This is an optimization exercise on Yosys and OpenROAD, whose aim is small area and a short achievable clock period, not a production implementation.
The RTL was checked by simulation tests, not by an equivalence proof against the original design.
In every run shown here, the design's own scripts or RTL, not TritonCTS, make the clock network.
No driver is modelled on the clock port, so clock power and skew are understated where the tree is cut down; a real chip needs a root buffer or a tree.

==> design/flow/design.v <==
module BC_FIR(
    input  [12:0] in,
    input         clock_s,
    output [12:0] out
);
    reg [11:0] d0;
    reg [11:0] d1;
    reg [11:0] d2;
    reg [11:0] d3;
    reg [11:0] d4;
    reg [11:0] d5;
    reg [11:0] d6;
    reg [11:0] d7;
    reg [11:0] d8;
    reg [11:0] d9;
    reg [11:0] d10;
    reg [11:0] d11;
    reg [11:0] d12;
    reg [11:0] d13;
    reg [11:0] d14;
    reg [11:0] d15;
    reg [11:0] d16;
    reg [11:0] d17;
    reg [11:0] d18;
    reg [11:0] d19;
    reg [11:0] d20;
    reg [11:0] d21;
    reg [11:0] d22;
    reg [11:0] d23;
    reg [11:0] d24;
    reg [11:0] d25;
    reg [11:0] d26;
    reg [11:0] d27;
    reg [11:0] d28;
    reg [11:0] d29;
    reg pl3_0;
    reg pl3_1;
    reg pl3_2;
    reg pl3_3;
    reg pl3_4;
    reg pl3_5;
    reg pl3_6;
    reg r3_0;
    reg r3_1;
    reg r3_2;
    reg r3_3;
    reg r3_4;
    reg r3_5;
    reg r3_6;
    reg r3_7;
    reg r3_8;
    reg r3_9;
    reg r3_10;
    reg r3_11;
    reg r3_12;
    reg r3_13;
    reg pl1_0;
    reg pl1_1;
    reg pl1_2;
    reg pl1_3;
    reg pl1_4;
    reg pl1_5;
    reg pl1_6;
    reg r2_0;
    reg r2_1;
    reg r2_2;
    reg r2_3;
    reg r2_4;
    reg r2_5;
    reg r2_6;
    reg r2_7;
    reg r2_8;
    reg r2_9;
    reg r2_10;
    reg r2_11;
    reg r2_12;
    reg r2_13;
    reg pl0_0;
    reg pl0_1;
    reg pl0_2;
    reg pl0_3;
    reg pl0_4;
    reg pl0_5;
    reg pl0_6;
    reg r1_0;
    reg r1_1;
    reg r1_2;
    reg r1_3;
    reg r1_4;
    reg r1_5;
    reg r1_6;
    reg r1_7;
    reg r1_8;
    reg r1_9;
    reg r1_10;
    reg r1_11;
    reg r1_12;
    reg r1_13;
    reg r1_14;
    reg pl2_0;
    reg pl2_1;
    reg pl2_2;
    reg pl2_3;
    reg pl2_4;
    reg pl2_5;
    reg pl2_6;
    reg pl2_7;
    reg [12:0] y;
    wire w1;
    wire w2;
    wire w3;
    wire w4;
    wire w5;
    wire w6;
    wire w7;
    wire w8;
    wire w9;
    wire w10;
    wire w11;
    wire w12;
    wire w13;
    wire w14;
    wire w15;
    wire w16;
    wire w17;
    wire w18;
    wire w19;
    wire w20;
    wire w21;
    wire w22;
    wire w23;
    wire w24;
    wire w25;
    wire w26;
    wire w27;
    wire w28;
    wire w29;
    wire w30;
    wire w31;
    wire w32;
    wire w33;
    wire w34;
    wire w35;
    wire w36;
    wire w37;
    wire w38;
    wire w39;
    wire w40;
    wire w41;
    wire w42;
    wire w43;
    wire w44;
    wire w45;
    wire w46;
    wire w47;
    wire w48;
    wire w49;
    wire w50;
    wire w51;
    wire w52;
    wire w53;
    wire w54;
    wire w55;
    wire w56;
    wire w57;
    wire w58;
    wire w59;
    wire w60;
    wire w61;
    wire w62;
    wire w63;
    wire w64;
    wire w65;
    wire w66;
    wire w67;
    wire w68;
    wire w69;
    wire w70;
    wire w71;
    wire w72;
    wire w73;
    wire w74;
    wire w75;
    wire w76;
    wire w77;
    wire w78;
    wire w79;
    wire w80;
    wire w81;
    wire w82;
    wire w83;
    wire w84;
    wire w85;
    wire w86;
    wire w87;
    wire w88;
    wire w89;
    wire w90;
    wire w91;
    wire w92;
    wire w93;
    wire w94;
    wire w95;
    wire w96;
    wire w97;
    wire w98;
    wire w99;
    wire w100;
    wire w101;
    wire w102;
    wire w103;
    wire w104;
    wire w105;
    wire w106;
    wire w107;
    wire w108;
    wire w109;
    wire w110;
    wire w111;
    wire w112;
    wire w113;
    wire w114;
    wire w115;
    wire w116;
    wire w117;
    wire w118;
    wire w119;
    wire w120;
    wire w121;
    wire w122;
    wire w123;
    wire w124;
    wire w125;
    wire w126;
    wire w127;
    wire w128;
    wire w129;
    wire w130;
    wire w131;
    wire w132;
    wire w133;
    wire w134;
    wire w135;
    wire w136;
    wire w137;
    wire w138;
    wire w139;
    wire w140;
    wire w141;
    wire w142;
    wire w143;
    wire w144;
    wire w145;
    wire w146;
    wire w147;
    wire w148;
    wire w149;
    wire w150;
    wire w151;
    wire w152;
    wire w153;
    wire w154;
    wire w155;
    wire w156;
    wire w157;
    wire w158;
    wire w159;
    wire w160;
    wire w161;
    wire w162;
    wire w163;
    wire w164;
    wire w165;
    wire w166;
    wire w167;
    wire w168;
    wire w169;
    wire w170;
    wire w171;
    wire w172;
    wire w173;
    wire w174;
    wire w175;
    wire w176;
    wire w177;
    wire w178;
    wire w179;
    wire w180;
    wire w181;
    wire w182;
    wire w183;
    wire w184;
    wire w185;
    wire w186;
    wire w187;
    wire w188;
    wire w189;
    wire w190;
    wire w191;
    wire w192;
    wire w193;
    wire w194;
    wire w195;
    wire w196;
    wire w197;
    wire w198;
    wire w199;
    wire w200;
    wire w201;
    wire w202;
    wire w203;
    wire w204;
    wire w205;
    wire w206;
    wire w207;
    wire w208;
    wire w209;
    wire w210;
    wire w211;
    wire w212;
    wire w213;
    wire w214;
    wire w215;
    wire w216;
    wire w217;
    wire w218;
    wire w219;
    wire w220;
    wire w221;
    wire w222;
    wire w223;
    wire w224;
    wire w225;
    wire w226;
    wire w227;
    wire w228;
    wire w229;
    wire w230;
    wire w231;
    wire w232;
    wire w233;
    wire w234;
    wire w235;
    wire w236;
    wire w237;
    wire w238;
    wire w239;
    wire w240;
    wire w241;
    wire w242;
    wire w243;
    wire w244;
    wire w245;
    wire w246;
    wire w247;
    wire w248;
    wire w249;
    wire w250;
    wire w251;
    wire w252;
    wire w253;
    wire w254;
    wire w255;
    wire w256;
    wire w257;
    wire w258;
    wire w259;
    wire w260;
    wire w261;
    wire w262;
    wire w263;
    wire w264;
    wire w265;
    wire w266;
    wire w267;
    wire w268;
    wire w269;
    wire w270;
    wire w271;
    wire w272;
    wire w273;
    wire w274;
    wire w275;
    wire w276;
    wire w277;
    wire w278;
    wire w279;
    wire w280;
    wire w281;
    wire w282;
    wire w283;
    wire w284;
    wire w285;
    wire w286;
    wire w287;
    wire w288;
    wire w289;
    wire w290;
    wire w291;
    wire w292;
    wire w293;
    wire w294;
    wire w295;
    wire w296;
    wire w297;
    wire w298;
    wire w299;
    wire w300;
    wire w301;
    wire w302;
    wire w303;
    wire w304;
    wire w305;
    wire w306;
    wire w307;
    wire w308;
    wire w309;
    wire w310;
    wire w311;
    wire w312;
    wire w313;
    wire w314;
    wire w315;
    wire w316;
    wire w317;
    wire w318;
    wire w319;
    wire w320;
    wire w321;
    wire w322;
    wire w323;
    wire w324;
    wire w325;
    wire w326;
    wire w327;
    wire w328;
    wire w329;
    wire w330;
    wire w331;
    wire w332;
    wire w333;
    wire w334;
    wire w335;
    wire w336;
    wire w337;
    wire w338;
    wire w339;
    wire w340;
    wire w341;
    wire w342;
    wire w343;
    wire w344;
    wire w345;
    wire w346;
    wire w347;
    wire w348;
    wire w349;
    wire w350;
    wire w351;
    wire w352;
    wire w353;
    wire w354;
    wire w355;
    wire w356;
    wire w357;
    wire w358;
    wire w359;
    wire w360;
    wire w361;
    wire w362;
    wire w363;
    wire w364;
    wire w365;
    wire w366;
    wire w367;
    wire w368;
    wire w369;
    wire w370;
    wire w371;
    wire w372;
    wire w373;
    wire w374;
    wire w375;
    wire w376;
    wire w377;
    wire w378;
    wire w379;
    wire w380;
    wire w381;
    wire w382;
    wire w383;
    wire w384;
    wire w385;
    wire w386;
    wire w387;
    wire w388;
    wire w389;
    wire w390;
    wire w391;
    wire w392;
    wire w393;
    wire w394;
    wire w395;
    wire w396;
    wire w397;
    wire w398;
    wire w399;
    wire w400;
    wire w401;
    wire w402;
    wire w403;
    wire w404;
    wire w405;
    wire w406;
    wire w407;
    wire w408;
    wire w409;
    wire w410;
    wire w411;
    wire w412;
    wire w413;
    wire w414;
    wire w415;
    wire w416;
    wire w417;
    wire w418;
    wire w419;
    wire w420;
    wire w421;
    wire w422;
    wire w423;
    wire w424;
    wire w425;
    wire w426;
    wire w427;
    wire w428;
    wire w429;
    wire w430;
    wire w431;
    wire w432;
    wire w433;
    wire w434;
    wire w435;
    wire w436;
    wire w437;
    wire w438;
    wire w439;
    wire w440;
    wire w441;
    wire w442;
    wire w443;
    wire w444;
    wire w445;
    wire w446;
    wire w447;
    wire w448;
    wire w449;
    wire w450;
    wire w451;
    wire w452;
    wire w453;
    wire w454;
    wire w455;
    wire w456;
    wire w457;
    wire w458;
    wire w459;
    wire w460;
    wire w461;
    wire w462;
    wire w463;
    wire w464;
    wire w465;
    wire w466;
    wire w467;
    wire w468;
    wire w469;
    wire w470;
    wire w471;
    wire w472;
    wire w473;
    wire w474;
    wire w475;
    wire w476;
    wire w477;
    wire w478;
    wire w479;
    wire w480;
    wire w481;
    wire w482;
    wire w483;
    wire w484;
    wire w485;
    wire w486;
    wire w487;
    wire w488;
    wire w489;
    wire w490;
    wire w491;
    wire w492;
    wire w493;
    wire w494;
    wire w495;
    wire w496;
    wire w497;
    wire w498;
    wire w499;
    wire w500;
    ha1 u1 (.a(d0[0]), .b(d28[0]), .s(w1), .co(w2));
    fa1 u2 (.a(d28[1]), .b(d0[1]), .c(w2), .s(w3), .co(w4));
    fa1 u3 (.a(d28[2]), .b(d0[2]), .c(w4), .s(w5), .co(w6));
    fa1 u4 (.a(d28[3]), .b(d0[3]), .c(w6), .s(w7), .co(w8));
    fa1 u5 (.a(d28[4]), .b(d0[4]), .c(w8), .s(w9), .co(w10));
    fa1 u6 (.a(d28[5]), .b(d0[5]), .c(w10), .s(w11), .co(w12));
    fa1 u7 (.a(d1[6]), .b(d29[6]), .c(pl3_6), .s(w13), .co(w14));
    fa1 u8 (.a(d1[7]), .b(d29[7]), .c(w14), .s(w15), .co(w16));
    fa1 u9 (.a(d1[8]), .b(d29[8]), .c(w16), .s(w17), .co(w18));
    fa1 u10 (.a(d1[9]), .b(d29[9]), .c(w18), .s(w19), .co(w20));
    fa1 u11 (.a(d1[10]), .b(d29[10]), .c(w20), .s(w21), .co(w22));
    fa1 u12 (.a(d1[11]), .b(d29[11]), .c(w22), .s(w23), .co(w24));
    ha1 u13 (.a(pl3_0), .b(pl3_2), .s(w25), .co(w26));
    fa1 u14 (.a(pl3_1), .b(pl3_3), .c(w26), .s(w27), .co(w28));
    fa1 u15 (.a(pl3_0), .b(pl3_2), .c(pl3_4), .s(w29), .co(w30));
    ha1 u16 (.a(w29), .b(w28), .s(w31), .co(w32));
    fa1 u17 (.a(pl3_1), .b(pl3_3), .c(pl3_5), .s(w33), .co(w34));
    fa1 u18 (.a(w30), .b(w33), .c(w32), .s(w35), .co(w36));
    fa1 u19 (.a(pl3_2), .b(pl3_4), .c(w34), .s(w37), .co(w38));
    fa1 u20 (.a(w13), .b(w37), .c(w36), .s(w39), .co(w40));
    fa1 u21 (.a(pl3_3), .b(pl3_5), .c(w38), .s(w41), .co(w42));
    fa1 u22 (.a(w15), .b(w41), .c(w40), .s(w43), .co(w44));
    fa1 u23 (.a(pl3_4), .b(w13), .c(w42), .s(w45), .co(w46));
    fa1 u24 (.a(w17), .b(w45), .c(w44), .s(w47), .co(w48));
    fa1 u25 (.a(pl3_5), .b(w15), .c(w46), .s(w49), .co(w50));
    fa1 u26 (.a(w19), .b(w49), .c(w48), .s(w51), .co(w52));
    fa1 u27 (.a(w13), .b(w17), .c(w50), .s(w53), .co(w54));
    fa1 u28 (.a(w21), .b(w53), .c(w52), .s(w55), .co(w56));
    fa1 u29 (.a(d15[0]), .b(w15), .c(w19), .s(w57), .co(w58));
    fa1 u30 (.a(w57), .b(w54), .c(w23), .s(w59), .co(w60));
    x2 u31 (.a(d15[1]), .b(pl3_0), .y(w61));
    x2 u32 (.a(w61), .b(w17), .y(w62));
    x2 u33 (.a(w62), .b(w21), .y(w63));
    x2 u34 (.a(w58), .b(w63), .y(w64));
    x2 u35 (.a(w24), .b(w64), .y(w65));
    x2 u36 (.a(w65), .b(w60), .y(w66));
    ha1 u37 (.a(d13[0]), .b(d17[0]), .s(w67), .co(w68));
    fa1 u38 (.a(d13[1]), .b(d17[1]), .c(w68), .s(w69), .co(w70));
    fa1 u39 (.a(d13[2]), .b(d17[2]), .c(w70), .s(w71), .co(w72));
    fa1 u40 (.a(d13[3]), .b(d17[3]), .c(w72), .s(w73), .co(w74));
    fa1 u41 (.a(d13[4]), .b(d17[4]), .c(w74), .s(w75), .co(w76));
    fa1 u42 (.a(d13[5]), .b(d17[5]), .c(w76), .s(w77), .co(w78));
    fa1 u43 (.a(d14[6]), .b(d18[6]), .c(pl1_6), .s(w79), .co(w80));
    fa1 u44 (.a(d14[7]), .b(d18[7]), .c(w80), .s(w81), .co(w82));
    fa1 u45 (.a(d14[8]), .b(d18[8]), .c(w82), .s(w83), .co(w84));
    fa1 u46 (.a(d14[9]), .b(d18[9]), .c(w84), .s(w85), .co(w86));
    fa1 u47 (.a(d14[10]), .b(d18[10]), .c(w86), .s(w87), .co(w88));
    fa1 u48 (.a(d14[11]), .b(d18[11]), .c(w88), .s(w89), .co(w90));
    assign w91 = ~pl1_0;
    assign w92 = ~pl1_1;
    assign w93 = ~pl1_2;
    fa1 u49 (.a(r3_0), .b(d16[0]), .c(pl1_0), .s(w94), .co(w95));
    fa1 u50 (.a(r3_1), .b(d16[0]), .c(d16[1]), .s(w96), .co(w97));
    fa1 u51 (.a(pl1_1), .b(w95), .c(w96), .s(w98), .co(w99));
    fa1 u52 (.a(r3_2), .b(d16[1]), .c(d16[2]), .s(w100), .co(w101));
    fa1 u53 (.a(pl1_2), .b(w97), .c(w100), .s(w102), .co(w103));
    ha1 u54 (.a(w99), .b(w102), .s(w104), .co(w105));
    fa1 u55 (.a(r3_3), .b(d16[2]), .c(d16[3]), .s(w106), .co(w107));
    fa1 u56 (.a(pl1_3), .b(w101), .c(w106), .s(w108), .co(w109));
    fa1 u57 (.a(w103), .b(w108), .c(w105), .s(w110), .co(w111));
    fa1 u58 (.a(r3_4), .b(d16[3]), .c(d16[4]), .s(w112), .co(w113));
    fa1 u59 (.a(pl1_0), .b(pl1_4), .c(w107), .s(w114), .co(w115));
    fa1 u60 (.a(w112), .b(w109), .c(w114), .s(w116), .co(w117));
    ha1 u61 (.a(w116), .b(w111), .s(w118), .co(w119));
    fa1 u62 (.a(r3_5), .b(d16[4]), .c(d16[5]), .s(w120), .co(w121));
    fa1 u63 (.a(pl1_1), .b(pl1_5), .c(w113), .s(w122), .co(w123));
    fa1 u64 (.a(w120), .b(w115), .c(w122), .s(w124), .co(w125));
    fa1 u65 (.a(w117), .b(w124), .c(w119), .s(w126), .co(w127));
    fa1 u66 (.a(r3_6), .b(d16[5]), .c(d16[6]), .s(w128), .co(w129));
    fa1 u67 (.a(pl1_0), .b(pl1_2), .c(w121), .s(w130), .co(w131));
    fa1 u68 (.a(w128), .b(w79), .c(w123), .s(w132), .co(w133));
    fa1 u69 (.a(w130), .b(w125), .c(w132), .s(w134), .co(w135));
    ha1 u70 (.a(w134), .b(w127), .s(w136), .co(w137));
    fa1 u71 (.a(r3_7), .b(d16[6]), .c(d16[7]), .s(w138), .co(w139));
    fa1 u72 (.a(pl1_1), .b(pl1_3), .c(w129), .s(w140), .co(w141));
    fa1 u73 (.a(w138), .b(w131), .c(w140), .s(w142), .co(w143));
    fa1 u74 (.a(w81), .b(w133), .c(w142), .s(w144), .co(w145));
    fa1 u75 (.a(w135), .b(w144), .c(w137), .s(w146), .co(w147));
    fa1 u76 (.a(r3_8), .b(d16[7]), .c(d16[8]), .s(w148), .co(w149));
    fa1 u77 (.a(pl1_2), .b(pl1_4), .c(w139), .s(w150), .co(w151));
    fa1 u78 (.a(w148), .b(w141), .c(w150), .s(w152), .co(w153));
    fa1 u79 (.a(w143), .b(w83), .c(w152), .s(w154), .co(w155));
    fa1 u80 (.a(w145), .b(w154), .c(w147), .s(w156), .co(w157));
    fa1 u81 (.a(r3_9), .b(d16[0]), .c(d16[8]), .s(w158), .co(w159));
    fa1 u82 (.a(d16[9]), .b(pl1_3), .c(pl1_5), .s(w160), .co(w161));
    fa1 u83 (.a(w149), .b(w158), .c(w160), .s(w162), .co(w163));
    fa1 u84 (.a(w151), .b(w162), .c(w153), .s(w164), .co(w165));
    fa1 u85 (.a(w85), .b(w164), .c(w155), .s(w166), .co(w167));
    fa1 u86 (.a(r3_10), .b(d16[1]), .c(d16[9]), .s(w168), .co(w169));
    fa1 u87 (.a(d16[10]), .b(pl1_4), .c(w91), .s(w170), .co(w171));
    fa1 u88 (.a(w159), .b(w161), .c(w168), .s(w172), .co(w173));
    fa1 u89 (.a(w79), .b(w170), .c(w163), .s(w174), .co(w175));
    fa1 u90 (.a(w172), .b(w174), .c(w165), .s(w176), .co(w177));
    fa1 u91 (.a(w87), .b(w176), .c(w167), .s(w178), .co(w179));
    fa1 u92 (.a(r3_11), .b(r3_12), .c(d16[2]), .s(w180), .co(w181));
    fa1 u93 (.a(d16[10]), .b(d16[11]), .c(pl1_5), .s(w182), .co(w183));
    fa1 u94 (.a(w92), .b(w169), .c(w180), .s(w184), .co(w185));
    fa1 u95 (.a(w171), .b(w182), .c(w173), .s(w186), .co(w187));
    fa1 u96 (.a(w184), .b(w81), .c(w175), .s(w188), .co(w189));
    fa1 u97 (.a(w186), .b(w188), .c(w177), .s(w190), .co(w191));
    fa1 u98 (.a(w89), .b(w190), .c(w179), .s(w192), .co(w193));
    x2 u99 (.a(r3_13), .b(d16[3]), .y(w194));
    x2 u100 (.a(d16[11]), .b(w93), .y(w195));
    x2 u101 (.a(w194), .b(w195), .y(w196));
    x2 u102 (.a(w181), .b(w183), .y(w197));
    x2 u103 (.a(w196), .b(w79), .y(w198));
    x2 u104 (.a(w197), .b(w198), .y(w199));
    x2 u105 (.a(w185), .b(w199), .y(w200));
    x2 u106 (.a(w200), .b(w187), .y(w201));
    x2 u107 (.a(w83), .b(w201), .y(w202));
    x2 u108 (.a(w202), .b(w189), .y(w203));
    x2 u109 (.a(w203), .b(w90), .y(w204));
    x2 u110 (.a(w191), .b(w204), .y(w205));
    x2 u111 (.a(w205), .b(w193), .y(w206));
    assign w207 = ~r2_0;
    assign w208 = ~r2_1;
    assign w209 = ~r2_2;
    assign w210 = ~r2_3;
    assign w211 = ~r2_4;
    assign w212 = ~r2_5;
    assign w213 = ~r2_6;
    assign w214 = ~r2_7;
    assign w215 = ~r2_8;
    assign w216 = ~r2_9;
    assign w217 = ~r2_10;
    assign w218 = ~r2_11;
    assign w219 = ~r2_12;
    assign w220 = ~r2_13;
    ha1 u112 (.a(d10[0]), .b(d22[0]), .s(w221), .co(w222));
    fa1 u113 (.a(d10[1]), .b(d22[1]), .c(w222), .s(w223), .co(w224));
    fa1 u114 (.a(d10[2]), .b(d22[2]), .c(w224), .s(w225), .co(w226));
    fa1 u115 (.a(d10[3]), .b(d22[3]), .c(w226), .s(w227), .co(w228));
    fa1 u116 (.a(d10[4]), .b(d22[4]), .c(w228), .s(w229), .co(w230));
    fa1 u117 (.a(d10[5]), .b(d22[5]), .c(w230), .s(w231), .co(w232));
    fa1 u118 (.a(d11[6]), .b(d23[6]), .c(pl0_6), .s(w233), .co(w234));
    fa1 u119 (.a(d11[7]), .b(d23[7]), .c(w234), .s(w235), .co(w236));
    fa1 u120 (.a(d11[8]), .b(d23[8]), .c(w236), .s(w237), .co(w238));
    fa1 u121 (.a(d11[9]), .b(d23[9]), .c(w238), .s(w239), .co(w240));
    fa1 u122 (.a(d11[10]), .b(d23[10]), .c(w240), .s(w241), .co(w242));
    fa1 u123 (.a(d11[11]), .b(d23[11]), .c(w242), .s(w243), .co(w244));
    assign w245 = ~pl0_0;
    assign w246 = ~pl0_1;
    assign w247 = ~pl0_2;
    assign w248 = ~pl0_3;
    assign w249 = ~pl0_4;
    ha1 u124 (.a(w207), .b(pl0_0), .s(w250), .co(w251));
    fa1 u125 (.a(w208), .b(pl0_0), .c(pl0_1), .s(w252), .co(w253));
    ha1 u126 (.a(w251), .b(w252), .s(w254), .co(w255));
    fa1 u127 (.a(w209), .b(pl0_1), .c(pl0_2), .s(w256), .co(w257));
    fa1 u128 (.a(w253), .b(w256), .c(w255), .s(w258), .co(w259));
    fa1 u129 (.a(w210), .b(pl0_2), .c(pl0_3), .s(w260), .co(w261));
    fa1 u130 (.a(w257), .b(w260), .c(w259), .s(w262), .co(w263));
    fa1 u131 (.a(w211), .b(pl0_0), .c(pl0_3), .s(w264), .co(w265));
    fa1 u132 (.a(pl0_4), .b(w261), .c(w264), .s(w266), .co(w267));
    ha1 u133 (.a(w266), .b(w263), .s(w268), .co(w269));
    fa1 u134 (.a(w212), .b(pl0_1), .c(pl0_4), .s(w270), .co(w271));
    fa1 u135 (.a(pl0_5), .b(w265), .c(w270), .s(w272), .co(w273));
    fa1 u136 (.a(w267), .b(w272), .c(w269), .s(w274), .co(w275));
    fa1 u137 (.a(w213), .b(pl0_2), .c(pl0_5), .s(w276), .co(w277));
    fa1 u138 (.a(w271), .b(w233), .c(w276), .s(w278), .co(w279));
    fa1 u139 (.a(w273), .b(w278), .c(w275), .s(w280), .co(w281));
    fa1 u140 (.a(w214), .b(pl0_3), .c(w277), .s(w282), .co(w283));
    fa1 u141 (.a(w233), .b(w235), .c(w282), .s(w284), .co(w285));
    fa1 u142 (.a(w279), .b(w284), .c(w281), .s(w286), .co(w287));
    fa1 u143 (.a(w215), .b(pl0_4), .c(w245), .s(w288), .co(w289));
    fa1 u144 (.a(w288), .b(w283), .c(w235), .s(w290), .co(w291));
    fa1 u145 (.a(w237), .b(w285), .c(w290), .s(w292), .co(w293));
    ha1 u146 (.a(w292), .b(w287), .s(w294), .co(w295));
    fa1 u147 (.a(w216), .b(w217), .c(pl0_5), .s(w296), .co(w297));
    fa1 u148 (.a(w246), .b(w289), .c(w296), .s(w298), .co(w299));
    fa1 u149 (.a(w298), .b(w237), .c(w291), .s(w300), .co(w301));
    fa1 u150 (.a(w239), .b(w300), .c(w293), .s(w302), .co(w303));
    fa1 u151 (.a(w218), .b(w247), .c(w297), .s(w304), .co(w305));
    fa1 u152 (.a(w233), .b(w304), .c(w299), .s(w306), .co(w307));
    fa1 u153 (.a(w306), .b(w239), .c(w301), .s(w308), .co(w309));
    fa1 u154 (.a(w241), .b(w308), .c(w303), .s(w310), .co(w311));
    fa1 u155 (.a(w219), .b(w248), .c(w305), .s(w312), .co(w313));
    fa1 u156 (.a(w235), .b(w312), .c(w307), .s(w314), .co(w315));
    fa1 u157 (.a(w314), .b(w241), .c(w309), .s(w316), .co(w317));
    fa1 u158 (.a(w243), .b(w316), .c(w311), .s(w318), .co(w319));
    x2 u159 (.a(d17[0]), .b(w220), .y(w320));
    x2 u160 (.a(pl0_0), .b(w249), .y(w321));
    x2 u161 (.a(w320), .b(w321), .y(w322));
    x2 u162 (.a(w322), .b(w313), .y(w323));
    x2 u163 (.a(w237), .b(w323), .y(w324));
    x2 u164 (.a(w324), .b(w315), .y(w325));
    x2 u165 (.a(w325), .b(w244), .y(w326));
    x2 u166 (.a(w243), .b(w317), .y(w327));
    x2 u167 (.a(w326), .b(w327), .y(w328));
    ha1 u168 (.a(d7[0]), .b(d27[0]), .s(w329), .co(w330));
    fa1 u169 (.a(d7[1]), .b(d27[1]), .c(w330), .s(w331), .co(w332));
    fa1 u170 (.a(d7[2]), .b(d27[2]), .c(w332), .s(w333), .co(w334));
    fa1 u171 (.a(d7[3]), .b(d27[3]), .c(w334), .s(w335), .co(w336));
    fa1 u172 (.a(d7[4]), .b(d27[4]), .c(w336), .s(w337), .co(w338));
    fa1 u173 (.a(d7[5]), .b(d27[5]), .c(w338), .s(w339), .co(w340));
    fa1 u174 (.a(d7[6]), .b(d27[6]), .c(w340), .s(w341), .co(w342));
    fa1 u175 (.a(d8[7]), .b(pl2_7), .c(d28[7]), .s(w343), .co(w344));
    fa1 u176 (.a(d8[8]), .b(d28[8]), .c(w344), .s(w345), .co(w346));
    fa1 u177 (.a(d8[9]), .b(d28[9]), .c(w346), .s(w347), .co(w348));
    fa1 u178 (.a(d8[10]), .b(d28[10]), .c(w348), .s(w349), .co(w350));
    fa1 u179 (.a(d8[11]), .b(d28[11]), .c(w350), .s(w351), .co(w352));
    assign w353 = ~pl2_0;
    assign w354 = ~pl2_1;
    assign w355 = ~pl2_2;
    assign w356 = ~pl2_3;
    assign w357 = ~pl2_4;
    assign w358 = ~pl2_5;
    assign w359 = ~pl2_6;
    assign w360 = ~w343;
    assign w361 = ~w345;
    assign w362 = ~w347;
    assign w363 = ~w349;
    assign w364 = ~w351;
    xn1 u180 (.a(r1_0), .b(d0[0]), .y(w365));
    or1 u181 (.a(r1_0), .b(d0[0]), .y(w366));
    xn1 u182 (.a(r1_1), .b(d0[0]), .y(w367));
    or1 u183 (.a(r1_1), .b(d0[0]), .y(w368));
    fa1 u184 (.a(d0[1]), .b(w353), .c(w366), .s(w369), .co(w370));
    ha1 u185 (.a(w367), .b(w369), .s(w371), .co(w372));
    fa1 u186 (.a(r1_2), .b(d0[1]), .c(d0[2]), .s(w373), .co(w374));
    fa1 u187 (.a(w354), .b(w368), .c(w373), .s(w375), .co(w376));
    fa1 u188 (.a(w370), .b(w372), .c(w375), .s(w377), .co(w378));
    fa1 u189 (.a(r1_3), .b(d0[2]), .c(d0[3]), .s(w379), .co(w380));
    fa1 u190 (.a(w355), .b(w374), .c(w379), .s(w381), .co(w382));
    fa1 u191 (.a(w376), .b(w381), .c(w378), .s(w383), .co(w384));
    fa1 u192 (.a(r1_4), .b(d0[3]), .c(d0[4]), .s(w385), .co(w386));
    fa1 u193 (.a(pl2_0), .b(w356), .c(w380), .s(w387), .co(w388));
    fa1 u194 (.a(w385), .b(w382), .c(w387), .s(w389), .co(w390));
    fa1 u195 (.a(r1_5), .b(d0[4]), .c(d0[5]), .s(w391), .co(w392));
    fa1 u196 (.a(pl2_1), .b(w357), .c(w386), .s(w393), .co(w394));
    fa1 u197 (.a(w391), .b(w388), .c(w393), .s(w395), .co(w396));
    fa1 u198 (.a(r1_6), .b(d0[5]), .c(d0[6]), .s(w397), .co(w398));
    fa1 u199 (.a(pl2_0), .b(pl2_2), .c(w358), .s(w399), .co(w400));
    fa1 u200 (.a(w392), .b(w397), .c(w399), .s(w401), .co(w402));
    fa1 u201 (.a(w394), .b(w401), .c(w396), .s(w403), .co(w404));
    fa1 u202 (.a(r1_7), .b(d0[6]), .c(d0[7]), .s(w405), .co(w406));
    fa1 u203 (.a(pl2_1), .b(pl2_3), .c(w359), .s(w407), .co(w408));
    fa1 u204 (.a(w398), .b(w400), .c(w405), .s(w409), .co(w410));
    fa1 u205 (.a(w407), .b(w402), .c(w409), .s(w411), .co(w412));
    xn1 u206 (.a(r1_8), .b(d0[7]), .y(w413));
    or1 u207 (.a(r1_8), .b(d0[7]), .y(w414));
    fa1 u208 (.a(d0[8]), .b(pl2_2), .c(pl2_4), .s(w415), .co(w416));
    fa1 u209 (.a(w413), .b(w406), .c(w408), .s(w417), .co(w418));
    fa1 u210 (.a(w415), .b(w360), .c(w410), .s(w419), .co(w420));
    fa1 u211 (.a(w417), .b(w419), .c(w412), .s(w421), .co(w422));
    xn1 u212 (.a(r1_9), .b(r1_10), .y(w423));
    or1 u213 (.a(r1_9), .b(r1_10), .y(w424));
    fa1 u214 (.a(d0[8]), .b(d0[9]), .c(pl2_3), .s(w425), .co(w426));
    fa1 u215 (.a(pl2_5), .b(w423), .c(w414), .s(w427), .co(w428));
    fa1 u216 (.a(w416), .b(w425), .c(w427), .s(w429), .co(w430));
    fa1 u217 (.a(w418), .b(w361), .c(w429), .s(w431), .co(w432));
    fa1 u218 (.a(w420), .b(w431), .c(w422), .s(w433), .co(w434));
    fa1 u219 (.a(r1_11), .b(d0[9]), .c(d0[10]), .s(w435), .co(w436));
    fa1 u220 (.a(pl2_4), .b(pl2_6), .c(w424), .s(w437), .co(w438));
    fa1 u221 (.a(w426), .b(w435), .c(w437), .s(w439), .co(w440));
    fa1 u222 (.a(w428), .b(w439), .c(w430), .s(w441), .co(w442));
    fa1 u223 (.a(w362), .b(w432), .c(w441), .s(w443), .co(w444));
    xn1 u224 (.a(r1_12), .b(d0[10]), .y(w445));
    or1 u225 (.a(r1_12), .b(d0[10]), .y(w446));
    fa1 u226 (.a(d0[11]), .b(pl2_5), .c(w445), .s(w447), .co(w448));
    fa1 u227 (.a(w436), .b(w438), .c(w343), .s(w449), .co(w450));
    fa1 u228 (.a(w447), .b(w440), .c(w449), .s(w451), .co(w452));
    fa1 u229 (.a(w451), .b(w442), .c(w363), .s(w453), .co(w454));
    assign w455 = ~r1_13;
    x2 u230 (.a(r1_14), .b(w455), .y(w456));
    x2 u231 (.a(d0[11]), .b(pl2_6), .y(w457));
    x2 u232 (.a(w456), .b(w457), .y(w458));
    x2 u233 (.a(w446), .b(w458), .y(w459));
    x2 u234 (.a(w459), .b(w448), .y(w460));
    x2 u235 (.a(w460), .b(w345), .y(w461));
    x2 u236 (.a(w450), .b(w461), .y(w462));
    x2 u237 (.a(w462), .b(w452), .y(w463));
    x2 u238 (.a(w463), .b(w364), .y(w464));
    ha1 u239 (.a(w389), .b(w384), .s(w465), .co(w466));
    ha1 u240 (.a(w390), .b(w395), .s(w467), .co(w468));
    ha1 u241 (.a(w411), .b(w404), .s(w469), .co(w470));
    ha1 u242 (.a(w443), .b(w434), .s(w471), .co(w472));
    ha1 u243 (.a(w444), .b(w453), .s(w473), .co(w474));
    x2 u244 (.a(w454), .b(w464), .y(w475));
    an1 u245 (.a(w383), .b(w377), .y(w476));
    x2 u246 (.a(w467), .b(w466), .y(w477));
    ao1 u247 (.a(w468), .b(w467), .c(w466), .y(w478));
    an1 u248 (.a(w467), .b(w465), .y(w479));
    x2 u249 (.a(w403), .b(w478), .y(w480));
    an1 u250 (.a(w403), .b(w478), .y(w481));
    an1 u251 (.a(w403), .b(w479), .y(w482));
    x2 u252 (.a(w469), .b(w481), .y(w483));
    an1 u253 (.a(w469), .b(w403), .y(w484));
    ao1 u254 (.a(w470), .b(w484), .c(w478), .y(w485));
    an1 u255 (.a(w484), .b(w479), .y(w486));
    x2 u256 (.a(w421), .b(w485), .y(w487));
    an1 u257 (.a(w421), .b(w485), .y(w488));
    x2 u258 (.a(w433), .b(w488), .y(w489));
    an1 u259 (.a(w433), .b(w421), .y(w490));
    an1 u260 (.a(w490), .b(w485), .y(w491));
    x2 u261 (.a(w471), .b(w491), .y(w492));
    an1 u262 (.a(w471), .b(w490), .y(w493));
    ao1 u263 (.a(w472), .b(w493), .c(w485), .y(w494));
    x2 u264 (.a(w473), .b(w494), .y(w495));
    ao1 u265 (.a(w474), .b(w473), .c(w472), .y(w496));
    an1 u266 (.a(w473), .b(w471), .y(w497));
    an1 u267 (.a(w497), .b(w490), .y(w498));
    ao1 u268 (.a(w496), .b(w498), .c(w485), .y(w499));
    x2 u269 (.a(w475), .b(w499), .y(w500));
    wire [12:0] ysum = {w500, w495, w492, w489, w487, w483, w480, w477, w465, w383, w377, w371, w365};
    always @(posedge clock_s) begin
        d0 <= in[11:0];
        d1 <= d0;
        d2 <= d1;
        d3 <= d2;
        d4 <= d3;
        d5 <= d4;
        d6 <= d5;
        d7 <= d6;
        d8 <= d7;
        d9 <= d8;
        d10 <= d9;
        d11 <= d10;
        d12 <= d11;
        d13 <= d12;
        d14 <= d13;
        d15 <= d14;
        d16 <= d15;
        d17 <= d16;
        d18 <= d17;
        d19 <= d18;
        d20 <= d19;
        d21 <= d20;
        d22 <= d21;
        d23 <= d22;
        d24 <= d23;
        d25 <= d24;
        d26 <= d25;
        d27 <= d26;
        d28 <= d27;
        d29 <= d28;
        pl3_0 <= w1;
        pl3_1 <= w3;
        pl3_2 <= w5;
        pl3_3 <= w7;
        pl3_4 <= w9;
        pl3_5 <= w11;
        pl3_6 <= w12;
        r3_0 <= pl3_0;
        r3_1 <= pl3_1;
        r3_2 <= w25;
        r3_3 <= w27;
        r3_4 <= w31;
        r3_5 <= w35;
        r3_6 <= w39;
        r3_7 <= w43;
        r3_8 <= w47;
        r3_9 <= w51;
        r3_10 <= w55;
        r3_11 <= w59;
        r3_12 <= w56;
        r3_13 <= w66;
        pl1_0 <= w67;
        pl1_1 <= w69;
        pl1_2 <= w71;
        pl1_3 <= w73;
        pl1_4 <= w75;
        pl1_5 <= w77;
        pl1_6 <= w78;
        r2_0 <= w94;
        r2_1 <= w98;
        r2_2 <= w104;
        r2_3 <= w110;
        r2_4 <= w118;
        r2_5 <= w126;
        r2_6 <= w136;
        r2_7 <= w146;
        r2_8 <= w156;
        r2_9 <= w166;
        r2_10 <= w157;
        r2_11 <= w178;
        r2_12 <= w192;
        r2_13 <= w206;
        pl0_0 <= w221;
        pl0_1 <= w223;
        pl0_2 <= w225;
        pl0_3 <= w227;
        pl0_4 <= w229;
        pl0_5 <= w231;
        pl0_6 <= w232;
        r1_0 <= w250;
        r1_1 <= w254;
        r1_2 <= w258;
        r1_3 <= w262;
        r1_4 <= w268;
        r1_5 <= w274;
        r1_6 <= w280;
        r1_7 <= w286;
        r1_8 <= w294;
        r1_9 <= w302;
        r1_10 <= w295;
        r1_11 <= w310;
        r1_12 <= w318;
        r1_13 <= w328;
        r1_14 <= w319;
        pl2_0 <= w329;
        pl2_1 <= w331;
        pl2_2 <= w333;
        pl2_3 <= w335;
        pl2_4 <= w337;
        pl2_5 <= w339;
        pl2_6 <= w341;
        pl2_7 <= w342;
        y <= ysum;
    end
    assign out = y;
endmodule
module fa1(input a, input b, input c, output s, output co);
    assign {co, s} = a + b + c;
endmodule
module ha1(input a, input b, output s, output co);
    assign {co, s} = a + b;
endmodule
module xn1(input a, input b, output y);
    assign y = ~(a ^ b);
endmodule
module or1(input a, input b, output y);
    assign y = a | b;
endmodule
module x2(input a, input b, output y);
    assign y = a ^ b;
endmodule
module ao1(input a, input b, input c, output y);
    assign y = a | (b & c);
endmodule
module an1(input a, input b, output y);
    assign y = a & b;
endmodule
==> design/flow/flow/run.sh <==
#!/bin/bash
# Standard ORFS layout (the standard.sh) with two changes:
#  - port buffers made from sky130_fd_sc_hd__buf_2 instead of the default delay-buffer cell;
#  - the clock tree built by flow/cts_hook.tcl (PRE_CTS hook): a balanced two-level
#    buffer tree in place of TritonCTS's deeper tree.
# All tool output goes to standard_flow.log here and to the ORFS logs under orfs/logs.
set -euo pipefail
bash standard.sh "BUFFER_PORTS_ARGS=-buffer_cell sky130_fd_sc_hd__buf_2" \
  "PRE_CTS_TCL=$PWD/flow/cts_hook.tcl" \
  finish > standard_flow.log 2>&1
==> design/flow/flow/cts_hook.tcl <==
# PRE_CTS hook: builds a two-level clock tree by hand, then makes the flow's
# clock_tree_synthesis call a no-op.
#   clock_s -> NROOT root buffers (clkbuf_16) -> NLEAF leaf buffers (clkbuf_8)
#   -> flip-flop clock pins.
# Flip-flops are split into NLEAF balanced clusters (k-means); each leaf buffer
# sits at its cluster's centre, each root buffer at the centre of its leaves.
# Every flip-flop sees the same two buffer levels.
set ::mct_nleaf 24
set ::mct_nroot 4
set ::mct_leaf sky130_fd_sc_hd__clkbuf_8
set ::mct_root sky130_fd_sc_hd__clkbuf_16

proc mct_kmeans {pts k seed} {
  # balanced k-means (greedy capacity-limited assignment); returns {centres assignment}
  set n [llength $pts]
  set cap [expr {int(ceil(double($n) / $k * 1.15))}]
  expr {srand($seed)}
  set best_cost 1e30
  set best {}
  for {set trial 0} {$trial < 8} {incr trial} {
    # initial centres: random distinct points
    set idx {}
    while {[llength $idx] < $k} {
      set r [expr {int(rand() * $n)}]
      if {[lsearch $idx $r] < 0} { lappend idx $r }
    }
    set cent {}
    foreach i $idx { lappend cent [lindex $pts $i] }
    for {set it 0} {$it < 25} {incr it} {
      set pairs {}
      for {set i 0} {$i < $n} {incr i} {
        lassign [lindex $pts $i] x y
        for {set c 0} {$c < $k} {incr c} {
          lassign [lindex $cent $c] cx cy
          lappend pairs [list [expr {abs($x - $cx) + abs($y - $cy)}] $i $c]
        }
      }
      set pairs [lsort -real -index 0 $pairs]
      set asg [lrepeat $n -1]
      set cnt [lrepeat $k 0]
      foreach p $pairs {
        lassign $p d i c
        if {[lindex $asg $i] < 0 && [lindex $cnt $c] < $cap} {
          lset asg $i $c
          lset cnt $c [expr {[lindex $cnt $c] + 1}]
        }
      }
      set sx [lrepeat $k 0.0]; set sy [lrepeat $k 0.0]
      for {set i 0} {$i < $n} {incr i} {
        set c [lindex $asg $i]
        lassign [lindex $pts $i] x y
        lset sx $c [expr {[lindex $sx $c] + $x}]
        lset sy $c [expr {[lindex $sy $c] + $y}]
      }
      set newc {}
      for {set c 0} {$c < $k} {incr c} {
        set m [lindex $cnt $c]
        if {$m > 0} {
          lappend newc [list [expr {[lindex $sx $c] / $m}] [expr {[lindex $sy $c] / $m}]]
        } else {
          lappend newc [lindex $cent $c]
        }
      }
      set cent $newc
    }
    set cost 0.0
    for {set i 0} {$i < $n} {incr i} {
      lassign [lindex $pts $i] x y
      lassign [lindex $cent [lindex $asg $i]] cx cy
      set cost [expr {$cost + abs($x - $cx) + abs($y - $cy)}]
    }
    if {$cost < $best_cost} {
      set best_cost $cost
      set best [list $cent $asg]
    }
  }
  return $best
}

proc mct_build {} {
  set block [ord::get_db_block]
  set db [ord::get_db]
  set clk [$block findNet clock_s]
  set sinks {}
  set pts {}
  foreach it [$clk getITerms] {
    set inst [$it getInst]
    set bb [$inst getBBox]
    lappend sinks $it
    lappend pts [list [expr {([$bb xMin] + [$bb xMax]) / 2}] [expr {([$bb yMin] + [$bb yMax]) / 2}]]
  }
  puts "manual clock tree: [llength $sinks] clock sinks"
  lassign [mct_kmeans $pts $::mct_nleaf 1] lcent lasg
  lassign [mct_kmeans $lcent $::mct_nroot 2] rcent rasg
  set rootm [$db findMaster $::mct_root]
  set leafm [$db findMaster $::mct_leaf]
  set rnets {}
  for {set r 0} {$r < $::mct_nroot} {incr r} {
    set net [odb::dbNet_create $block clknet_root_$r]
    $net setSigType CLOCK
    set inst [odb::dbInst_create $block $rootm clkbuf_root_$r]
    [$inst findITerm A] connect $clk
    [$inst findITerm X] connect $net
    lassign [lindex $rcent $r] x y
    $inst setLocation [expr {int($x)}] [expr {int($y)}]
    $inst setPlacementStatus PLACED
    lappend rnets $net
  }
  set lnets {}
  for {set l 0} {$l < $::mct_nleaf} {incr l} {
    set net [odb::dbNet_create $block clknet_leaf_$l]
    $net setSigType CLOCK
    set inst [odb::dbInst_create $block $leafm clkbuf_leaf_$l]
    [$inst findITerm A] connect [lindex $rnets [lindex $rasg $l]]
    [$inst findITerm X] connect $net
    lassign [lindex $lcent $l] x y
    $inst setLocation [expr {int($x)}] [expr {int($y)}]
    $inst setPlacementStatus PLACED
    lappend lnets $net
  }
  for {set i 0} {$i < [llength $sinks]} {incr i} {
    set it [lindex $sinks $i]
    $it disconnect
    $it connect [lindex $lnets [lindex $lasg $i]]
  }
  puts "manual clock tree: $::mct_nroot root and $::mct_nleaf leaf buffers"
}

mct_build
rename clock_tree_synthesis mct_unused_clock_tree_synthesis
proc clock_tree_synthesis {args} {
  puts "clock_tree_synthesis skipped: the clock tree was built by the PRE_CTS hook"
}
==> design/flow/standard.sh <==
#!/bin/bash
# synth_recipe.tcl (not shown) runs the flow's synth.tcl, then flattens the netlist and writes it again
# the make line also repeats each setting of config.mk as NAME=value (left out here)
make -C /OpenROAD-flow-scripts/flow DESIGN_CONFIG=/design/flow/config.mk WORK_HOME=/design/flow/orfs CLKGATE_MAP_FILE= SYNTH_SCRIPT=/design/flow/synth_recipe.tcl "${@:-finish}"
==> design/flow/config.mk <==
export PLATFORM = sky130hd
export DESIGN_NAME = BC_FIR
export DESIGN_NICKNAME = BC_FIR
export VERILOG_FILES = /design/flow/design.v
export SDC_FILE = /design/flow/constraint.sdc
export NUM_CORES = 4
export LEC_CHECK = 0
export CAP_MARGIN = 20
export CORE_MARGIN = 2
export CORE_UTILIZATION = 80
export PLACE_DENSITY = 0.9
export SLEW_MARGIN = 20
export SYNTH_HIERARCHICAL = 1
export SYNTH_MINIMUM_KEEP_SIZE = 0
==> design/flow/constraint.sdc <==
create_clock -name core_clock -period 16.0 [get_ports {clock_s}]
set_input_delay 3.2000 -clock core_clock [delete_from_list [all_inputs] [get_ports {clock_s}]]
set_output_delay 3.2000 -clock core_clock [all_outputs]
set_load 0.01 [all_outputs]
==> results of run 1 <==
-- modules after synthesis, one instance, submodules excluded --
| module | area, sq um | copies in the design | cells | flip-flops and latches |
|---|---|---|---|---|
| BC_FIR | 8920 | 1 | 474 | 439 |
| an1 | 6.26 | 8 | 1 | 0 |
| x2 | 8.76 | 46 | 1 | 0 |
| ha1 | 12.5 | 19 | 1 | 0 |
| or1 | 6.26 | 5 | 1 | 0 |
| fa1 | 20.0 | 177 | 1 | 0 |
| xn1 | 8.76 | 5 | 1 | 0 |
| ao1 | 7.51 | 5 | 1 | 0 |
-- metrics by stage --
stage                     util [%]  setup WS [ns]  instance area (sq um)  hold WS, ns
after global placement        83.3          12.27                  13700        0.309
after global routing          85.9          11.89                  14100        0.304
after floorplan                  -          12.47                  13300        0.310
final                         85.9          12.03                  14100        0.288
after CTS                     85.9          12.04                  14100        0.312
after detailed placement      83.3          12.15                  13700        0.312
-- cells in the final DEF, fill, tap and decap left out --
cell,synthesis,routed
dfxtp_1,439,439
fa_1,177,177
xor2_1,46,46
inv_1,35,35
buf_2,0,25
clkbuf_8,0,24
ha_1,19,19
and2_1,8,8
xnor2_1,5,5
or2_1,5,5
a21o_1,5,5
clkbuf_16,0,4
-- layer usage --
metal	up-vias	wire length [um]	GRT usage [%]
met5	-	0	0
met4	0	1020	10.4
met3	77	1170	4.94
met2	156	11900	49.2
met1	2716	8960	35.7
li1	2323	-	-
-- path summary, 6_finish.rpt --
kind	start	end	slack, ns	depth (start not counted)
worst max-delay path	y[11]	out[11]	12.03	1
worst min-delay path	d24[8]	d25[8]	0.29	0
worst max register to register	pl2_5	y[12]	12.05	11
worst min register to register	d24[8]	d25[8]	0.29	0
-- cells by family after synthesis --
| family | count (synthesis) | share of synthesized area (%) |
|---|---|---|
| DFF | 439 | 66.2 |
| adders and majority gates | 196 | 28.5 |
| xor gates and xnor gates | 51 | 3.37 |
| buffers and inverters | 35 | 0.990 |
| and+or+nand+nor | 13 | 0.613 |
| AOI/OAI and AO/OA | 5 | 0.283 |
-- area by class of cell --
| class | instances | area [sq um] | share of cell area, % |
|---|---|---|---|
| sequential | 439 | 8790 | 62.3 |
| multi-input combinational | 265 | 4350 | 30.8 |
| buffer | 28 | 430 | 3.05 |
| tap | 220 | 275 | 1.95 |
| inverter | 35 | 131 | 0.932 |
| timing repair buffer | 25 | 125 | 0.888 |
==> impl_metrics.json, run 1 <==
{
  "status": "finished clean",
  "hpwl_um": 17200,
  "cp_cell_sequence": "buf_2",
  "fin_skew_ns": 0.0377,
  "ys.flop_type": "dfxtp_1",
  "min_path_type": "reg -> reg",
  "synth_top_cell_by_area": "dfxtp_1",
  "fin_nets": 1004,
  "cp_slowest_stage_delay_ns": 0.33,
  "drive_gt1_share_pct": 6.69,
  "top_register": "y",
  "grt_pass1_vias": 6272,
  "cts_setup_buffers": 0,
  "initial_core_util_pct": 80.9,
  "syn_inst": 739,
  "drtAntennaViolNets": 0,
  "finalSetupViolCount": 0,
  "crit_path_top_delay_cell": "dfxtp_1",
  "n_antenna_cell": 0,
  "grt_pass1_wl_um": 35800,
  "fin_crit_sh_pct": 24.8,
  "synth.most_common_cell": "dfxtp_1",
  "antenna_found_initial": 0,
  "dr_total_vias": 5272,
  "rsz0062_at_grt": "false",
  "worstSetupPathType": "reg -> out",
  "synth.avg_cell_area_sq_um": 18.0,
  "vias_per_cell": 5.21,
  "maxCapViolCount": 0,
  "ys_ff_latch": 439,
  "grt_max_degree": 23,
  "finalHoldViolCount": 0,
  "stdcell_count": 1012,
  "fillerInstances": 600,
  "path_clk_slew_ns": 0.12,
  "fmax_mhz": 252,
  "drtPass1Iterations": 4,
  "critical_path_buf_inv_count": 1,
  "synthTopCellsByArea": "dfxtp_1 66%, fa_1 27%, xor2_1 3.0%",
  "dieWidth_um": 133,
  "insertion_delay_ns": 0.33,
  "rows": 47,
  "yosys_warnings": 7,
  "overflow": 0,
  "ys_top_cells_by_count": "439 x dfxtp_1, 177 x fa_1, 46 x xor2_1",
  "syn-num-nets": 949,
  "largest_reg_flops": 13,
  "fin_crit_ns": 3.97,
  "place_congestion": 0.860,
  "path_max_fanout": 1,
  "slew_headroom_pct": 73.3,
  "end_kind": "output pin",
  "routedWlPerCell_um": 22.8,
  "drt_wl_total_um": 23000,
  "synth_top_area_share_pct": 66.2,
  "syn-cell-area_sq_mm": 0.0133,
  "crit_arrival_ns": 0.77,
  "boundaryPins": 27,
  "worst_pin_slew_ns": 0.399,
  "cp.required_ns": 12.80,
  "cts_resized": 0,
  "grt_use_total_pct": 28.1,
  "postCtsHoldBufs": 0,
  "die_y_um": 133,
  "drc": 0,
  "die-area_sq_mm": 0.0176,
  "io_buffers": 25,
  "critPathLaunchType": "flip-flop",
  "yosysSeqAreaShare_pct": 66.2,
  "core_area_sq_mm": 0.0164,
  "place_inst": 984,
  "drv_slew": 0,
  "async_reset_ff_share_pct": 0,
  "synth_cell_types": 9,
  "setup_tns_ns": 0,
  "area_growth_pct": 6.26,
  "drt_iter0_markers": 254,
  "crit_family": "flip-flops",
  "synth-edff-count": 0
}
==> run 2, diff against run 1 <==
--- a/design/flow/config.mk
+++ b/design/flow/config.mk
@@ -8,6 +8,6 @@
 export CAP_MARGIN = 20
 export CORE_MARGIN = 2
-export CORE_UTILIZATION = 80
-export PLACE_DENSITY = 0.9
+export CORE_UTILIZATION = 65
+export PLACE_DENSITY = 0.75
 export SLEW_MARGIN = 20
 export SYNTH_HIERARCHICAL = 1
==> run 2 against run 1 <==
Effect of this change:
- setup slack improved by 0.016 ns
- hold slack improved by 0.027 ns
- sequential cell count unchanged
- utilization decreased by 15 points
- final cell count increased by 4.9%
- clock skew decreased by 0.0018 ns
- routed wire length decreased by 19%
- sequential share of layout area decreased by 0.28 points
- via count decreased by 6.8%
==> impl_metrics.json, run 2 <==
{
  "status": "finished clean",
  "dr_total_vias": 4913,
  "fillerInstances": 1280,
  "synth_top_area_share_pct": 66.2,
  "io_buffers": 25,
  "cts_resized": 0,
  "setup_tns_ns": 0,
  "n_antenna_cell": 0,
  "initial_core_util_pct": 66.0,
  "worst_pin_slew_ns": 0.351,
  "multi_input_area_sq_mm": 0.00435,
  "min_path_type": "reg -> reg",
  "grt_use_total_pct": 18.4,
  "final_common_cell": "dfxtp_1",
  "overflow": 0,
  "critical_path_buf_inv_count": 1,
  "critPathLaunchType": "flip-flop",
  "crit_path_top_delay_cell": "dfxtp_1",
  "synth_top_cell_by_area": "dfxtp_1",
  "drt_iter0_markers": 160,
  "dieWidth_um": 147,
  "grt_use_met3_pct": 2.27,
  "finalHoldViolCount": 0,
  "insertion_delay_ns": 0.33,
  "routedWlPerCell_um": 17.5,
  "hpwl_um": 14400,
  "cp.required_ns": 12.80,
  "maxCapViolCount": 0,
  "postCtsHoldBufs": 0,
  "fin_skew_ns": 0.0359,
  "path_max_fanout": 1,
  "mostFrequentLayoutCells": "439 x dfxtp_1, 177 x fa_1, 46 x xor2_1",
  "vias_per_cell": 4.63,
  "cts_setup_buffers": 0,
  "syn-cell-area_sq_mm": 0.0133,
  "drc": 0,
  "grt_use_met2_pct": 31.2,
  "antenna_found_initial": 0,
  "ys_top_cells_by_count": "439 x dfxtp_1, 177 x fa_1, 46 x xor2_1",
  "worstSetupPathType": "reg -> out",
  "crit_arrival_ns": 0.75,
  "ys.flop_type": "dfxtp_1",
  "synth.most_common_cell": "dfxtp_1",
  "fin_crit_ns": 3.95,
  "drv_slew": 0,
  "drtPass1Iterations": 4,
  "drt_wl_total_um": 18600,
  "die-area_sq_mm": 0.0216,
  "fin_nets": 1004,
  "core_area_sq_mm": 0.0201,
  "drive_gt1_share_pct": 6.69,
  "grt_pass1_wl_um": 30200,
  "area_growth_pct": 6.73,
  "async_reset_ff_share_pct": 0,
  "grt_pass1_vias": 5656,
  "grt_max_degree": 23,
  "final_util_pct": 70.4,
  "slew_headroom_pct": 76.6,
  "top_register": "y",
  "drtAntennaViolNets": 0,
  "die_y_um": 147,
  "register_area_sq_mm": 0.00879,
  "syn_inst": 739,
  "synth-edff-count": 0,
  "boundaryPins": 27,
  "crit_family": "flip-flops",
  "yosysSeqAreaShare_pct": 66.2,
  "finalSetupViolCount": 0,
  "top_usage_layer": "met2",
  "largest_reg_flops": 13,
  "synthTopCellsByArea": "dfxtp_1 66%, fa_1 27%, xor2_1 3.0%",
  "synth_cell_types": 9,
  "place_congestion": 0.815,
  "ys_ff_latch": 439,
  "yosys_warnings": 7,
  "gr-usage-met1_pct": 26.4,
  "synth.avg_cell_area_sq_um": 18.0,
  "syn-num-nets": 949,
  "cp_cell_sequence": "buf_2",
  "end_kind": "output pin",
  "fin_crit_sh_pct": 24.7,
  "rows": 52,
  "fmax_mhz": 253,
  "path_clk_slew_ns": 0.10,
  "rsz0062_at_grt": "false",
  "cp_slowest_stage_delay_ns": 0.32
}
## run 2: cell counts after synthesis
No cell type changed its count.
## run 2: cell families (layout without fill, tap and decap cells)
group	Yosys count	after routing	share of synthesized area, %
AO/OA/AOI/OAI	5	5	0.283
XOR/XNOR	51	51	3.37
adder cells (fa/ha/maj)	196	196	28.5
AND/OR/NAND/NOR	13	13	0.613
buffers and inverters	35	88	0.990
flip-flops	439	439	66.2
## run 2: final timing paths
kind,start,to,slack (ns),depth (start not counted)
setup / recovery,y[10],out[10],12.05,1
setup reg to reg,pl2_5,y[12],12.24,11
hold / removal,d3[9],d4[9],0.31,0
hold reg to reg,d3[9],d4[9],0.31,0
## run 2: layout make-up
class,count,area share [%]
tap,270,2.39
inverter,35,0.928
buffer,28,3.04
timing repair buffer,25,0.884
sequential,439,62.1
multi-input combinational,265,30.7
## run 2: through the flow
step,std cells,hold WS (ns),setup slack [ns],cell area (sq um)
after detailed placement,1034,0.312,12.21,13700
after CTS,1062,0.312,12.20,14200
after global placement,1034,0.310,12.25,13700
after global routing,1062,0.325,11.99,14200
after floorplan,739,0.310,12.47,13300
final,1062,0.315,12.05,14200
## run 2: routing by layer
metal / vias up / share of wire [%]
li1: 2319 / -
met1: 2486 / 45
met2: 79 / 49
met3: 29 / 3.8
met4: 0 / 2.0
met5: - / 0
## run 2: per-module statistics from Yosys, one instance, submodules excluded
module	cells inside	cell area [sq um]	flops+latches
BC_FIR	474	8920	439
an1	1	6.26	0
ao1	1	7.51	0
fa1	1	20.0	0
ha1	1	12.5	0
or1	1	6.26	0
x2	1	8.76	0
xn1	1	8.76	0
==> run 3, diff against run 2 <==
--- a/design/flow/flow/cts_hook.tcl
+++ b/design/flow/flow/cts_hook.tcl
@@ -6,7 +6,7 @@
 # sits at its cluster's centre, each root buffer at the centre of its leaves.
 # Every flip-flop sees the same two buffer levels.
-set ::mct_nleaf 24
+set ::mct_nleaf 16
 set ::mct_nroot 4
-set ::mct_leaf sky130_fd_sc_hd__clkbuf_8
+set ::mct_leaf sky130_fd_sc_hd__clkbuf_16
 set ::mct_root sky130_fd_sc_hd__clkbuf_16
 
==> run 3 against run 2 <==
Effect of this change:
- still clean
- maximum frequency shrank 0.24%
- final cell count shrank 0.75%
- sequential cell count is the same
- critical path depth is the same
- area after synthesis is the same
- routed wire length grew 1.7%
- via count shrank 0.77%
- synthesized cell count is the same
- setup slack lost 0.0096 ns
- critical endpoint is now out[1]
==> impl_metrics.json, run 3 <==
{
  "stdcell_count": 1054,
  "crit_arrival_ns": 0.76,
  "synth-xor-area-share_pct": 3.37,
  "place_inst": 1034,
  "synth_fa_ha_area_share_pct": 28.5,
  "grt_pass1_vias": 5612,
  "drtAntennaViolNets": 0,
  "synthSimpleGateAreaFrac_pct": 0.613,
  "synth.most_common_cell": "dfxtp_1",
  "yosysSeqAreaShare_pct": 66.2,
  "drv_slew": 0,
  "final_common_cell": "dfxtp_1",
  "cp_slowest_stage_delay_ns": 0.32,
  "grt_pass1_wl_um": 30500,
  "vias_per_cell": 4.63,
  "insertion_delay_ns": 0.32,
  "hpwl_um": 14400,
  "multi_input_area_sq_mm": 0.00435,
  "end_kind": "output pin",
  "register_area_sq_mm": 0.00879,
  "drt_iter0_markers": 197,
  "synth_top_area_share_pct": 66.2,
  "ys.flop_type": "dfxtp_1",
  "critPathLaunchType": "flip-flop",
  "dieWidth_um": 147,
  "synth_mux_area_share_pct": 0,
  "synthTopCellsByArea": "dfxtp_1 66%, fa_1 27%, xor2_1 3.0%",
  "path_max_fanout": 1,
  "cp_cell_sequence": "buf_2",
  "mostFrequentLayoutCells": "439 x dfxtp_1, 177 x fa_1, 46 x xor2_1",
  "timing.rr.end": "r2_8",
  "synth_cell_types": 9,
  "synth_top_family_by_area": "adder cells",
  "critical_path_buf_inv_count": 1,
  "path_clk_slew_ns": 0.10,
  "slew_headroom_pct": 74.7,
  "syn_inst": 739,
  "largest_reg_flops": 13,
  "area_growth_pct": 7.26,
  "drive_gt1_share_pct": 5.74,
  "fin_skew_ns": 0.0271,
  "overflow": 0,
  "n_antenna_cell": 0,
  "cts_setup_buffers": 0,
  "core_area_sq_mm": 0.0201,
  "synth.avg_cell_area_sq_um": 18.0,
  "routedWlPerCell_um": 18.0,
  "synth-edff-count": 0,
  "drt_wl_total_um": 18900,
  "rows": 52,
  "finalHoldViolCount": 0,
  "initial_core_util_pct": 66.0,
  "top_register": "y",
  "ff2ff_path_depth": 9,
  "worstSetupPathType": "reg -> out",
  "cts_resized": 0,
  "worst_hold_slack_ns": 0.305,
  "fin_crit_sh_pct": 24.8,
  "finalSetupViolCount": 0,
  "crit_family": "flip-flops",
  "rsz0062_at_grt": "false",
  "grt_use_total_pct": 18.5,
  "dr_total_vias": 4875,
  "syn-cell-area_sq_mm": 0.0133,
  "fin_crit_ns": 3.96,
  "setup_tns_ns": 0,
  "maxCapViolCount": 0,
  "synth-compound-area-share_pct": 0.283,
  "die_y_um": 147,
  "fillerInstances": 1261,
  "holdCritStartpoint": "d15[4]",
  "postCtsHoldBufs": 0,
  "ys_ff_latch": 439,
  "final_util_pct": 70.8,
  "worst_pin_slew_ns": 0.380,
  "min_to": "d16[4]",
  "fin_nets": 996,
  "status": "finished clean",
  "drtPass1Iterations": 4,
  "drc": 0,
  "boundaryPins": 27,
  "synth_top_cell_by_area": "dfxtp_1",
  "r2r_slack_ns": 12.22,
  "place_congestion": 0.815,
  "async_reset_ff_share_pct": 0,
  "syn-num-nets": 949,
  "ys_top_cells_by_count": "439 x dfxtp_1, 177 x fa_1, 46 x xor2_1",
  "crit_start": "y[1]",
  "min_path_type": "reg -> reg",
  "hold_depth": 0,
  "fmax_mhz": 252,
  "grt_max_degree": 33,
  "die-area_sq_mm": 0.0216,
  "regToRegStartpoint": "d16[1]",
  "crit_path_top_delay_cell": "dfxtp_1",
  "antenna_found_initial": 0,
  "cp.required_ns": 12.80,
  "yosys_warnings": 7,
  "io_buffers": 25
}
-- run 3: cell type report --
cell class	count	area share, %
flip-flops and latches	439	61.8
well taps	270	2.37
multi-input cells	265	30.5
repair buffers	25	0.879
inverters	35	0.923
plain buffers	20	3.52
-- run 3: metrics by stage --
stage	area, sq um	setup slack [ns]
2_1_floorplan	13300	12.47
3_3_place_gp	13700	12.25
3_5_place_dp	13700	12.21
4_1_cts	14200	12.20
5_1_grt	14200	11.99
6_report	14200	12.04
-- run 3: metal layers --
layer	up-vias	track usage (%)	part of all wire, %
li1	2304	-	-
met1	2483	26.9	46
met2	64	31.6	49
met3	24	2.11	3.1
met4	0	2.77	1.7
met5	-	0	0
-- run 3: worst max path at each step --
stage              to  slack (ns)  cells past startpoint
3_5_place_dp     r1_8       12.21                      9
6_report       out[1]       12.04                      1
2_1_floorplan  out[0]       12.47                      0
3_3_place_gp     r1_8       12.25                      9
5_1_grt        out[8]       11.99                      1
4_1_cts         y[12]       12.20                     11
-- run 3: kinds of logic (layout without fill, tap and decap cells) --
logic type / count (synthesis) / after routing
flip-flops: 439 / 439
adder cells (fa/ha/maj): 196 / 196
XOR/XNOR: 51 / 51
buffers and inverters: 35 / 80
AND/OR/NAND/NOR: 13 / 13
AO/OA/AOI/OAI: 5 / 5
-- run 3: Yosys stat by module (local to each module, per instance) --
module | flip-flops and latches | cells inside | copies in the design | area, sq um
BC_FIR | 439 | 474 | 1 | 8920
an1 | 0 | 1 | 8 | 6.26
ao1 | 0 | 1 | 5 | 7.51
fa1 | 0 | 1 | 177 | 20.0
ha1 | 0 | 1 | 19 | 12.5
or1 | 0 | 1 | 5 | 6.26
x2 | 0 | 1 | 46 | 8.76
xn1 | 0 | 1 | 5 | 8.76

-- afterwards: timing with drivers on the ports --
Ports are ideal in the flow. The routed layouts listed here were re-timed in OpenROAD.
Step 1 sets driving cells, clkbuf_16 on the clock port and buf_2 on the other inputs (assumed; they add their load-dependent delay and slew).
Step 2 times the ports against the registers' clock, not the clock port: input delays grow and output delays shrink by t, the midpoint of the rising clock arrivals with the driver on.
a / b / c = no drivers / after step 1 / after step 2; a / b = the first two.
run	t, ns	setup WS [ns]	clock arrival spread, ns	worst register clock-pin slew, ns	cell pins on the clock port's net
run 1	0.406	12.030 / 11.933 / 12.048	0.038 / 0.038	0.12 / 0.12	4
run 2	0.408	12.046 / 11.952 / 12.238	0.036 / 0.036	0.12 / 0.12	4
run 3	0.404	12.036 / 11.944 / 12.222	0.033 / 0.033	0.11 / 0.11	4
After both steps setup and hold are still met in every run listed.
